Background: an optimization exercise with open tools, aiming at small area. Do not read the settings as production practice. RTL that was checked went through simulation tests only; none was proved equivalent to the original.

// syntropy_core
module syntropy_core (
    input wire clk,
    input wire rst_n,
    input wire [15:0] voltage_drift,
    input wire [15:0] packet_loss,
    input wire [15:0] temp_variance,
    input wire [15:0] phase_jitter,
    input wire [15:0] threshold,
    input wire enable_learning,
    input wire mesh_broadcast_en,
    output wire stable,
    output reg [15:0] flux_value,
    output reg [15:0] correction_vector,
    output reg [15:0] optimized_params,
    output wire learning_active,
    output wire mesh_broadcast_req,
    input wire [15:0] mesh_flux_in,
    input wire [15:0] mesh_correction_in,
    input wire mesh_valid_in,
    output reg [15:0] mesh_flux_out,
    output reg [15:0] mesh_correction_out,
    output wire mesh_valid_out,
    output wire [7:0] iteration_count,
    output wire [3:0] state,
    output wire error_flag
);
    localparam IDLE = 3'd0, EVAL = 3'd1, LEARN = 3'd2, CORR = 3'd3, BCAST = 3'd4, ERR = 3'd5;
    reg [2:0] cs;         
    reg [2:0] ps;         
    reg [3:0] ic;         
    reg       fin;        
    reg       lflag;      
    reg [15:0] p;         
    reg [15:0] q;         
    reg [15:0] thr;
    reg        len, men;
    assign state = {1'b0, ps};
    assign iteration_count = {4'd0, ic};
    assign stable = (ps == EVAL) && (cs == IDLE);
    assign learning_active = (ps == LEARN) && (cs == LEARN);
    assign mesh_broadcast_req = (ps == BCAST);
    assign mesh_valid_out = (ps == BCAST);
    assign error_flag = (ps == ERR);
    wire in_eval  = (cs == EVAL);
    wire in_learn = (cs == LEARN);
    wire first    = (ps == EVAL);
    wire iter     = in_learn && !fin;
    function automatic [4:0] ceil25(input [6:0] b);
        case (b)
            7'd0: ceil25 = 5'd0;
            7'd1: ceil25 = 5'd1;
            7'd2: ceil25 = 5'd1;
            7'd3: ceil25 = 5'd1;
            7'd4: ceil25 = 5'd1;
            7'd5: ceil25 = 5'd1;
            7'd6: ceil25 = 5'd2;
            7'd7: ceil25 = 5'd2;
            7'd8: ceil25 = 5'd2;
            7'd9: ceil25 = 5'd2;
            7'd10: ceil25 = 5'd2;
            7'd11: ceil25 = 5'd3;
            7'd12: ceil25 = 5'd3;
            7'd13: ceil25 = 5'd3;
            7'd14: ceil25 = 5'd3;
            7'd15: ceil25 = 5'd3;
            7'd16: ceil25 = 5'd4;
            7'd17: ceil25 = 5'd4;
            7'd18: ceil25 = 5'd4;
            7'd19: ceil25 = 5'd4;
            7'd20: ceil25 = 5'd4;
  ...
clock: 13.0 ns
lec_check: 0
cap_margin: 20
core_margin: 2
core_utilization: 40
cts_buf_list: sky130_fd_sc_hd__clkbuf_8
gpl_timing_driven: 0
slew_margin: 20
synth_hierarchical: 1
standard.sh (not shown) runs the stock make flow with config.mk's settings and CLKGATE_MAP_FILE= SYNTH_SCRIPT=/design/flow/synth_recipe.tcl, a recipe that flattens the netlist after the stock synthesis.
==> flow/flow/run.sh <==
#!/bin/bash
set -euo pipefail
bash standard.sh synth > synth.log 2>&1
bash standard.sh 'BUFFER_PORTS_ARGS=-buffer_cell sky130_fd_sc_hd__buf_1' 'RECOVER_POWER=100' finish > layout.log 2>&1
The starting point finished with max-capacitance violations, max-slew violations left.
Change:
--- a/flow/design.v
+++ b/flow/design.v
@@ -604,35 +604,32 @@
     wire ql_w5, ql_w6;
     fa ql_fa6 (.a(qn[2]), .b(y[10]), .c(ql_w4), .s(ql_w5), .co(ql_w6));
     wire ql_w7, ql_w8;
     fa ql_fa8 (.a(qn[3]), .b(y[11]), .c(ql_w6), .s(ql_w7), .co(ql_w8));
     wire ql_w9, ql_w10;
     fa ql_fa10 (.a(qn[4]), .b(y[12]), .c(ql_w8), .s(ql_w9), .co(ql_w10));
     wire ql_w11, ql_w12;
     fa ql_fa12 (.a(qn[5]), .b(y[13]), .c(ql_w10), .s(ql_w11), .co(ql_w12));
     wire ql_w13, ql_w14;
     fa ql_fa14 (.a(qn[6]), .b(y[14]), .c(ql_w12), .s(ql_w13), .co(ql_w14));
     wire [7:0] ql = {ql_w14, ql_w13, ql_w11, ql_w9, ql_w7, ql_w5, ql_w3, ql_w1};
+    wire qinc = (qn[7] ^ ql[7]) ? ~y[14] : (qn[7] & y[14]);
+    wire qdec = ~qn[7] & ~ql[7] & y[14];
     wire [8:0] qh = q[15:7];
-    reg  [8:0] qh1, qh0;
+    reg  [8:0] qh_new;
     integer k;
     always @* begin
-        for (k = 0; k < 9; k = k + 1) begin
-            qh1[k] = qh[k] ^ (~(qn[7] ^ y[14]) &
-                              ((qh & ((9'd1 << k) - 9'd1)) == ((9'd1 << k) - 9'd1)));
-            qh0[k] = qh[k] ^ ((qn[7] & ~y[14] &
-                               ((qh & ((9'd1 << k) - 9'd1)) == ((9'd1 << k) - 9'd1))) |
-                              (~qn[7] & y[14] & ((qh & ((9'd1 << k) - 9'd1)) == 9'd0)));
-        end
+        for (k = 0; k < 9; k = k + 1)
+            qh_new[k] = qh[k] ^ ((qinc & ((qh & ((9'd1 << k) - 9'd1)) == ((9'd1 << k) - 9'd1))) |
+                                 (qdec & ((qh & ((9'd1 << k) - 9'd1)) == 9'd0)));
     end
-    wire [8:0] qh_new = ql[7] ? qh1 : qh0;
     wire [15:0] qu = {qh_new, ql[6:0]};
     wire ovf = flux_calc[15] | pu[15] | qu[15];
     always @(posedge clk) begin
         thr <= threshold;
         len <= enable_learning;
         men <= mesh_broadcast_en;
     end
     always @(posedge clk or negedge rst_n) begin
         if (!rst_n) begin
             cs <= IDLE;
             ps <= IDLE;
With this change the flow completed without violations.
Final area came out higher slightly.
Routed wire length increases by a few percent.
Sequential cell count is unchanged.
Cell count is about the same.
Setup slack is worse by 0.19 ns.
Die area goes down slightly.
Clock skew falls by 0.0091 ns.
Via count increases slightly.
Function not checked in the first run of this note: the RTL went through the layout flow alone.


the reference run:
Another version of the RTL of syntropy_core (not shown whole).
Size: roughly 210 I/O pins, about 0.011 sq mm of cells after synthesis.
==> module syntropy_core, before the edit <==
module syntropy_core (
    input wire clk,
    input wire rst_n,
    input wire [15:0] voltage_drift,
    input wire [15:0] packet_loss,
    input wire [15:0] temp_variance,
    input wire [15:0] phase_jitter,
    input wire [15:0] threshold,
    input wire enable_learning,
    input wire mesh_broadcast_en,
    output wire stable,
    output reg [15:0] flux_value,
    output reg [15:0] correction_vector,
    output reg [15:0] optimized_params,
    output wire learning_active,
    output wire mesh_broadcast_req,
    input wire [15:0] mesh_flux_in,
    input wire [15:0] mesh_correction_in,
    input wire mesh_valid_in,
    output reg [15:0] mesh_flux_out,
    output reg [15:0] mesh_correction_out,
    output wire mesh_valid_out,
    output wire [7:0] iteration_count,
    output wire [3:0] state,
    output wire error_flag
);
    localparam IDLE = 3'd0, EVAL = 3'd1, LEARN = 3'd2, CORR = 3'd3, BCAST = 3'd4, ERR = 3'd5;
    reg [2:0] cs;         
    reg [2:0] ps;         
    reg [3:0] ic;         
    reg       lflag;      
    reg [15:0] p;         
    reg [15:0] q;         
    reg [15:0] thr;
    reg        len, men;
    assign state = {1'b0, ps};
    assign iteration_count = {4'd0, ic};
    assign stable = (ps == EVAL) && (cs == IDLE);
    assign learning_active = (ps == LEARN) && (cs == LEARN);
    assign mesh_broadcast_req = (ps == BCAST);
    assign mesh_valid_out = (ps == BCAST);
    assign error_flag = (ps == ERR);
    wire in_eval  = (cs == EVAL);
    wire in_learn = (cs == LEARN);
    wire first    = (ps == EVAL);
    wire fin      = in_learn && !first && ic[3] && ic[1];
    wire iter     = in_learn && !fin;
    function automatic [23:0] rca(input [23:0] a, input [23:0] b, input ci);
        integer i;
        reg c;
        begin
            c = ci;
            for (i = 0; i < 24; i = i + 1) begin
                rca[i] = a[i] ^ b[i] ^ c;
                c = (a[i] & b[i]) | (c & (a[i] ^ b[i]));
            end
        end
    endfunction
    wire [15:0] s_a = rca(voltage_drift, packet_loss, 1'b0);
    wire [15:0] s_b = rca(s_a, phase_jitter, 1'b0);
    wire [15:0] s_c = rca(s_b, {8'd0, temp_variance[15:8]}, 1'b0);
    wire [15:0] flux_calc = rca(~s_c, 16'h0101, 1'b0);
    wire [15:0] p3 = rca(p, {p[14:0], 1'b0}, 1'b0);
    wire [15:0] x = rca(p3, fin ? q : {8'd0, q[15:8]}, 1'b0);
    wire [15:0] fl = rca(~x, 16'h0101, 1'b0);
    wire [15:0] f = lflag ? fl : flux_value;    
    wire [15:0] m = in_eval ? flux_calc : f;
    wire [16:0] e = rca({1'b0, thr}, {1'b1, ~m}, 1'b1);    
    wire ezero = (e[15:0] == 16'd0);
    wire stable_c = e[16] | ezero;              
    wire [9:0] ea = e[16:7];
    wire [6:0] eb = e[6:0];
    wire [15:0] ea16 = {{6{ea[9]}}, ea};
    wire [11:0] b25 = rca({5'd0, eb}, rca({2'd0, eb, 3'd0}, {1'd0, eb, 4'd0}, 1'b0), 1'b0);
    wire [4:0] cb = rca(b25[11:7], 5'd0, |b25[6:0]);
    wire [15:0] a25 = rca(ea16, rca({ea16[12:0], 3'd0}, {ea16[11:0], 4'd0}, 1'b0), 1'b0);
    wire [15:0] pu = rca(p, a25, 1'b0) ;
    wire [15:0] pu2 = rca(pu, {11'd0, cb}, 1'b0);
    wire [10:0] h = rca({ea[9], ea}, 11'd0, |eb);
    wire [15:0] h16 = {{5{h[10]}}, h};
    wire [15:0] h25 = rca(h16, rca({h16[12:0], 3'd0}, {h16[11:0], 4'd0}, 1'b0), 1'b0);
    wire [7:0] g = rca(h25[15:8], 8'd0, |h25[7:0]);
    wire [15:0] qu = rca(q, {{8{g[7]}}, g}, 1'b0);
    wire ovf = flux_calc[15] | pu2[15] | qu[15];
    always @(posedge clk) begin
        thr <= threshold;
        len <= enable_learning;
        men <= mesh_broadcast_en;
    end
    always @(posedge clk or negedge rst_n) begin
        if (!rst_n) begin
            cs <= IDLE;
            ps <= IDLE;
            ic <= 4'd0;
            lflag <= 1'b0;
            p <= 16'd0;
            q <= 16'd0;
            flux_value <= 16'd0;
            correction_vector <= 16'd0;
            optimized_params <= 16'd0;
            mesh_flux_out <= 16'd0;
            mesh_correction_out <= 16'd0;
        end else begin
            ps <= cs;
            case (cs)
                IDLE: cs <= ovf ? ERR : EVAL;
                EVAL: cs <= stable_c ? IDLE : (len ? LEARN : CORR);
                LEARN: if (fin) cs <= CORR;
                CORR: cs <= BCAST;
                BCAST: cs <= IDLE;
                ERR: cs <= ERR;
                default: cs <= IDLE;
            endcase
            if (in_eval) begin
                flux_value <= flux_calc;
                lflag <= 1'b0;
                correction_vector <= e[16] ? 16'd0 : e[15:0];
            end
            if (iter) begin
                p <= pu2;
                q <= qu;
                lflag <= 1'b1;
                ic <= first ? 4'd1 : ic + 4'd1;
            end
            if (fin) optimized_params <= x;
            if (cs == CORR && men && mesh_valid_in) correction_vector <= mesh_correction_in;
            if (cs == BCAST) begin
                mesh_flux_out <= f;
                mesh_correction_out <= correction_vector;
            end
        end
    end
endmodule
export LEC_CHECK = 0
export CAP_MARGIN = 20
export CORE_MARGIN = 2
export CORE_UTILIZATION = 40
export SLEW_MARGIN = 20
create_clock -name core_clock -period 13.0 [get_ports {clk}]
run.sh (not shown) runs the stock make flow with config.mk's settings and CLKGATE_MAP_FILE= SYNTH_SCRIPT=/design/flow/synth_recipe.tcl, a recipe that flattens the netlist after the stock synthesis.
Stock flow here: none of the scripts above is used.
The flow for the reference run finished, though final verification flagged negative setup slack.
> inputs changed (the reference run -> the trial run)
diff --git a/flow/design.v b/flow/design.v
--- a/flow/design.v
+++ b/flow/design.v
@@ -44,47 +44,24 @@
     wire in_eval  = (cs == EVAL);
     wire in_learn = (cs == LEARN);
     wire first    = (ps == EVAL);
     wire fin      = in_learn && !first && ic[3] && ic[1];
     wire iter     = in_learn && !fin;
-    function automatic [23:0] rca(input [23:0] a, input [23:0] b, input ci);
-        integer i;
-        reg c;
-        begin
-            c = ci;
-            for (i = 0; i < 24; i = i + 1) begin
-                rca[i] = a[i] ^ b[i] ^ c;
-                c = (a[i] & b[i]) | (c & (a[i] ^ b[i]));
-            end
-        end
-    endfunction
-    wire [15:0] s_a = rca(voltage_drift, packet_loss, 1'b0);
-    wire [15:0] s_b = rca(s_a, phase_jitter, 1'b0);
-    wire [15:0] s_c = rca(s_b, {8'd0, temp_variance[15:8]}, 1'b0);
-    wire [15:0] flux_calc = rca(~s_c, 16'h0101, 1'b0);
-    wire [15:0] p3 = rca(p, {p[14:0], 1'b0}, 1'b0);
-    wire [15:0] x = rca(p3, fin ? q : {8'd0, q[15:8]}, 1'b0);
-    wire [15:0] fl = rca(~x, 16'h0101, 1'b0);
+    wire [15:0] flux_calc = 16'h0100 - (voltage_drift + packet_loss + {8'd0, temp_variance[15:8]} + phase_jitter);
+    wire [15:0] x = p + {p[14:0], 1'b0} + (fin ? q : {8'd0, q[15:8]});
+    wire [15:0] fl = 16'h0100 - x;
     wire [15:0] f = lflag ? fl : flux_value;    
     wire [15:0] m = in_eval ? flux_calc : f;
-    wire [16:0] e = rca({1'b0, thr}, {1'b1, ~m}, 1'b1);    
+    wire [16:0] e = {1'b0, thr} - {1'b0, m};    
     wire ezero = (e[15:0] == 16'd0);
     wire stable_c = e[16] | ezero;              
-    wire [9:0] ea = e[16:7];
-    wire [6:0] eb = e[6:0];
-    wire [15:0] ea16 = {{6{ea[9]}}, ea};
-    wire [11:0] b25 = rca({5'd0, eb}, rca({2'd0, eb, 3'd0}, {1'd0, eb, 4'd0}, 1'b0), 1'b0);
-    wire [4:0] cb = rca(b25[11:7], 5'd0, |b25[6:0]);
-    wire [15:0] a25 = rca(ea16, rca({ea16[12:0], 3'd0}, {ea16[11:0], 4'd0}, 1'b0), 1'b0);
-    wire [15:0] pu = rca(p, a25, 1'b0) ;
-    wire [15:0] pu2 = rca(pu, {11'd0, cb}, 1'b0);
-    wire [10:0] h = rca({ea[9], ea}, 11'd0, |eb);
-    wire [15:0] h16 = {{5{h[10]}}, h};
-    wire [15:0] h25 = rca(h16, rca({h16[12:0], 3'd0}, {h16[11:0], 4'd0}, 1'b0), 1'b0);
-    wire [7:0] g = rca(h25[15:8], 8'd0, |h25[7:0]);
-    wire [15:0] qu = rca(q, {{8{g[7]}}, g}, 1'b0);
-    wire ovf = flux_calc[15] | pu2[15] | qu[15];
+    wire signed [22:0] e25 = $signed(e) * 23'sd25;
+    wire [15:0] pu = p + e25[22:7] + {15'd0, |e[6:0]};
+    wire signed [10:0] h = $signed({e[16], e[16:7]}) + $signed({10'd0, |e[6:0]});
+    wire signed [14:0] h25 = h * 15'sd25;
+    wire [15:0] qu = q + {{9{h25[14]}}, h25[14:8]} + {15'd0, |h25[7:0]};
+    wire ovf = flux_calc[15] | pu[15] | qu[15];
     always @(posedge clk) begin
         thr <= threshold;
         len <= enable_learning;
         men <= mesh_broadcast_en;
     end
@@ -116,11 +93,11 @@
                 flux_value <= flux_calc;
                 lflag <= 1'b0;
                 correction_vector <= e[16] ? 16'd0 : e[15:0];
             end
             if (iter) begin
-                p <= pu2;
+                p <= pu;
                 q <= qu;
                 lflag <= 1'b1;
                 ic <= first ? 4'd1 : ic + 4'd1;
             end
             if (fin) optimized_params <= x;
- The trial run: full flow OK, the timing, design-rule and antenna checks passed
- The trial run ended up with a lower sequential portion of the cell area than the reference run did.
- Against the reference run, the trial run reports a global-route usage that is lower.
- The most common cell after layout, fill and taps aside comes out nand2_1 in one run and clkdlybuf4s50_1 in the other, namely in the trial run and the reference run respectively.
- The reference run -> the trial run: flip-flop and latch count delta 0, exact match
- The vertical die dimension of the trial run exceeds that of the reference run by 7.6%.
- Per the comparison of the trial run with the reference run, minimum hold slack increased by 40 ps relative to the old numbers, final critical-path setup slack increased by 4620 ps relative to the old numbers, setup-violating endpoint count in the final report decreased by 17 relative to the old numbers, depth of the most critical reg-to-reg path decreased by 1 relative to the old numbers.
No functional check of the RTL was part of the reference run.

-- re-timing with driven ports --
Ports are ideal in the flow. The routed layouts listed here were re-timed in OpenROAD.
Step 1 (the two cells are an assumption about what drives the block):
set clk [get_ports {clk}]
set_driving_cell -lib_cell sky130_fd_sc_hd__clkbuf_16 $clk
set_driving_cell -lib_cell sky130_fd_sc_hd__buf_2 [delete_from_list [all_inputs] $clk]
Step 2 adds t to the input delays and takes it off the output delays; t is the mean of the earliest and latest rising clock arrival at the registers after step 1. Input paths then give back, and output paths get back, about the clock's delay inside the block.
Three values: ideal, step 1, step 2; two values: the first two.
run	shift t [ns]	setup WS [ns]	latest minus earliest clock arrival (ns)	cell pins on the clock port's net
the first run of note 1	0.502	0.368 / 0.368 / 0.368	0.022 / 0.022	1
the second run of note 1	0.487	0.176 / 0.176 / 0.176	0.014 / 0.013	1
the reference run	0.473	-3.999 / -3.982 / -4.454	0.012 / 0.013	1
the trial run	0.484	0.621 / 0.643 / 0.159	0.015 / 0.016	1
The setup slack of the trial run, which loses most, moves by +0.022 ns with the drivers and by -0.462 ns with both steps.
